What follows belongs to an exercise in optimizing a design on an open flow for small area, a short achievable clock period and few clock cycles per item; a production flow would make more cautious choices.
In this exercise RTL edits were held to simulation tests only and were not proved equivalent to the original.
Power is estimated from default activity; no workload was simulated.

==> inputs of run a <==
==> flow/design.v <==
`timescale 1ns/10ps
module IOTDF( clk, rst, in_en, iot_in, fn_sel, busy, valid, iot_out);
    input          clk;
    input          rst;
    input          in_en;
    input  [7:0]   iot_in;
    input  [2:0]   fn_sel;
    output         busy;
    output         valid;
    output [127:0] iot_out;
    reg  [3:0]   cnt;       
    reg  [7:0]   d0;        
    reg  [7:0]   d1;        
    reg  [11:0]  s;         
    reg          first;     
    reg          g_sel;     
    reg          f_sel;     
    reg          last;      
    reg          o_valid;
    reg  [127:0] o_data;
    assign busy    = 1'b0;
    assign valid   = o_valid;
    assign iot_out = o_data;
    wire start = (cnt == 4'd0);
    wire [5:0] fs = d0[7:2] ^ d0[5:0] ^ s[7:2];
    wire [5:0] fc = (d0[7:2] & d0[5:0]) | (d0[7:2] & s[7:2]) | (d0[5:0] & s[7:2]);
    wire [1:0] hs = d0[7:6] ^ s[9:8];
    wire [1:0] hc = d0[7:6] & s[9:8];
    wire [11:0] tp = {s[11:10], hs, fs, d0[1:0]};
    wire [11:0] tq = {1'b0, hc, fc, 1'b0, s[1:0]};
    wire [11:0] t   = tp + tq;
    wire [7:0]  fir = t[11:4];
    wire [4:0] us = d0[7:3] ^ d0[4:0] ^ d1[6:2];
    wire [4:0] uc = (d0[7:3] & d0[4:0]) | (d0[7:3] & d1[6:2]) | (d0[4:0] & d1[6:2]);
    wire       hus = d0[5] ^ d1[7];
    wire       huc = d0[5] & d1[7];
    wire [11:0] up = {1'b0, d0[7:6], hus, us, d0[2:0]};
    wire [11:0] uq = {2'b00, huc, uc, 1'b1, d1[1:0], 1'b0};
    wire [11:0] s_nxt = up + uq;
    wire        p = o_data[0] & ~first;
    reg  [7:0]  gray;
    integer i;
    always @(*) begin
        gray[7] = p ^ d0[7];
        for (i = 6; i >= 0; i = i - 1) gray[i] = gray[i+1] ^ d0[i];
    end
    wire [7:0] res = ({8{g_sel}} & gray) | ({8{f_sel}} & fir);
    always @(posedge clk) begin
        d0    <= iot_in;
        d1    <= start ? 8'd0 : d0;
        s     <= start ? 12'd8 : s_nxt;
        first <= start;
        g_sel <= (fn_sel == 3'b001);
        f_sel <= (fn_sel == 3'b010);
        o_data <= {o_data[119:0], res};
        if (rst) begin
            cnt     <= 4'd0;
            last    <= 1'b0;
            o_valid <= 1'b0;
        end else begin
            if (in_en) cnt <= cnt + 4'd1;
            last    <= in_en & (cnt == 4'd15);
            o_valid <= last;
        end
    end
endmodule
==> flow/flow/run.sh <==
#!/bin/bash
# The standard ORFS layout with three changes:
#  - synthesis maps all logic with ABC under a delay target (map -D) instead of
#    extracting full/half adder cells first (ADDER_MAP_FILE empty); sizing and
#    buffering are left to OpenROAD's repair steps;
#  - the port buffers are the smallest buffer, buf_1;
#  - CTS uses clkbuf_4/clkbuf_8 for the tree under a clkbuf_16 root and
#    inserts no dummy loads.
# Everything else (synthesis script, floorplan, placement, routing) is the
# standard flow. Each step's output goes to a log file in this folder.
set -euo pipefail
D=${ABC_D:-1400}
rm -rf scripts_synth
cp -r "$FLOW_HOME/scripts" scripts_synth
cat > scripts_synth/abc_speed.script <<EOS
strash
dch
map -D $D
topo
EOS
bash standard.sh SCRIPTS_DIR="$PWD/scripts_synth" ADDER_MAP_FILE= synth > synth.log 2>&1
bash standard.sh BUFFER_PORTS_ARGS="-buffer_cell sky130_fd_sc_hd__buf_1" CTS_ARGS="-sink_clustering_enable -repair_clock_nets -dont_use_dummy_load -sink_clustering_size 40 -sink_clustering_max_diameter 80 -root_buf sky130_fd_sc_hd__clkbuf_16 -buf_list {sky130_fd_sc_hd__clkbuf_4 sky130_fd_sc_hd__clkbuf_8}" finish > layout.log 2>&1
==> flow/standard.sh <==
#!/bin/bash
# synth_recipe.tcl (not shown) runs the flow's synth.tcl, then flattens the netlist and writes it again
# the make line also repeats each setting of config.mk as NAME=value (left out here)
make -C /OpenROAD-flow-scripts/flow DESIGN_CONFIG=/design/flow/config.mk WORK_HOME=/design/flow/orfs CLKGATE_MAP_FILE= SYNTH_SCRIPT=/design/flow/synth_recipe.tcl "${@:-finish}"
==> flow/config.mk <==
export PLATFORM = sky130hd
export DESIGN_NAME = IOTDF
export DESIGN_NICKNAME = IOTDF
export VERILOG_FILES = /design/flow/design.v
export SDC_FILE = /design/flow/constraint.sdc
export NUM_CORES = 4
export LEC_CHECK = 0
export ABC_CLOCK_PERIOD_IN_PS = 2000
export CAP_MARGIN = 20
export CORE_AREA = 2.3 2.72 109.02 108.8
export DIE_AREA = 0 0 111.405 111.405
export SETUP_SLACK_MARGIN = 3.45
export SLEW_MARGIN = 20
==> flow/constraint.sdc <==
create_clock -name core_clock -period 5.5 [get_ports {clk}]
set_input_delay 1.1000 -clock core_clock [delete_from_list [all_inputs] [get_ports {clk}]]
set_output_delay 1.1000 -clock core_clock [all_outputs]
set_load 0.01 [all_outputs]
==> run b: changes against run a <==
==> flow/flow/run.sh (replaced) <==
#!/bin/bash
# The standard ORFS layout with two changes:
#  - synthesis maps all logic with ABC under a delay target (map -D) instead of
#    extracting full/half adder cells first (ADDER_MAP_FILE empty); sizing and
#    buffering are left to OpenROAD's repair steps;
#  - the port buffers are the smallest buffer, buf_1.
# Everything else (synthesis script, floorplan, placement, CTS, routing) is the
# standard flow. Each step's output goes to a log file in this folder.
set -euo pipefail
D=${ABC_D:-1400}
rm -rf scripts_synth
cp -r "$FLOW_HOME/scripts" scripts_synth
cat > scripts_synth/abc_speed.script <<EOS
strash
dch
map -D $D
topo
EOS
bash standard.sh SCRIPTS_DIR="$PWD/scripts_synth" ADDER_MAP_FILE= synth > synth.log 2>&1
bash standard.sh BUFFER_PORTS_ARGS="-buffer_cell sky130_fd_sc_hd__buf_1" finish > layout.log 2>&1
- CORE_AREA: 2.3 2.72 109.02 108.8 -> default
- CORE_MARGIN: default -> 2
- CORE_UTILIZATION: default -> 40
- DIE_AREA: 0 0 111.405 111.405 -> default
- SETUP_SLACK_MARGIN: 3.45 -> 3.3
==> qor summary <==
Wire length of the first global-routing pass: run a 15.7 mm; run b 15.6 mm
Run status: run a no timing/DRC/antenna violations; run b no timing/DRC/antenna violations
Final design instance area without fill: run a 0.00612 mm^2; run b 0.00631 mm^2
Final critical delay including setup and external delays: run a 2.00 ns; run b 2.12 ns
Critical path buffer and inverter count: run a 0; run b 1
Layout buffer count excluding clock buffers: run a 171; run b 164
Detailed placement HPWL: run a 7.05 mm; run b 7.15 mm
Area delta synth->final: run a 32.7%; run b 36.8%
Met3 layer usage reported by global route: run a 6.80%; run b 6.26%
WL per Instance: run a 12.9 um; run b 13.0 um
Worst hold slack: run a 0.321 ns; run b 0.345 ns
Period utilisation layout: run a 36.4%; run b 38.6%
Worst hold path startpoint: run a o_data[25]; run b o_data[109]
Power per unit of standard cell area: run a 407 mW/mm^2; run b 470 mW/mm^2
Delay contributed by the slowest stage of the critical path: run a 0.37 ns; run b 0.38 ns
Final routed wirelength across all metal layers: run a 9.94 mm; run b 10.1 mm
Setup Fix Bufs, Post-CTS: run a 19; run b 8
Data required time of the critical path: run a 5.73 ns; run b 5.78 ns
Final net count: run a 643; run b 636
Peak fanout along the critical path: run a 7; run b 6
Share of cell area taken by multi-input logic gates: run a 23.8%; run b 21.7%
Drt initial violations: run a 135; run b 181
Testbench counts of run a, summed over its fixed seeds: cycles 38,424, blocks 2,400.
Testbench counts of run b, summed over its fixed seeds: cycles 38,424, blocks 2,400.

what the ideal ports hide:
Ports are ideal in the flow. The routed layouts listed here were re-timed in OpenROAD.
Step 1 assumes that a clkbuf_16 drives the clock port and a buf_2 every other input.
Step 2 adds t to the input delays and takes it off the output delays; t is the mean of the earliest and latest rising clock arrival at the registers after step 1. Input paths then give back, and output paths get back, about the clock's delay inside the block.
a / b / c = ideal / step 1 / step 2; a / b = the first two.
run | shift t [ns] | slack for setup (ns) | latest minus earliest clock arrival (ns) | pins driven straight from the clock port
run a | 0.387 | 3.499 / 3.471 / 3.499 | 0.032 / 0.031 | 1
run b | 0.452 | 3.379 / 3.379 / 3.379 | 0.009 / 0.009 | 1
After both steps every run listed still meets setup and hold.
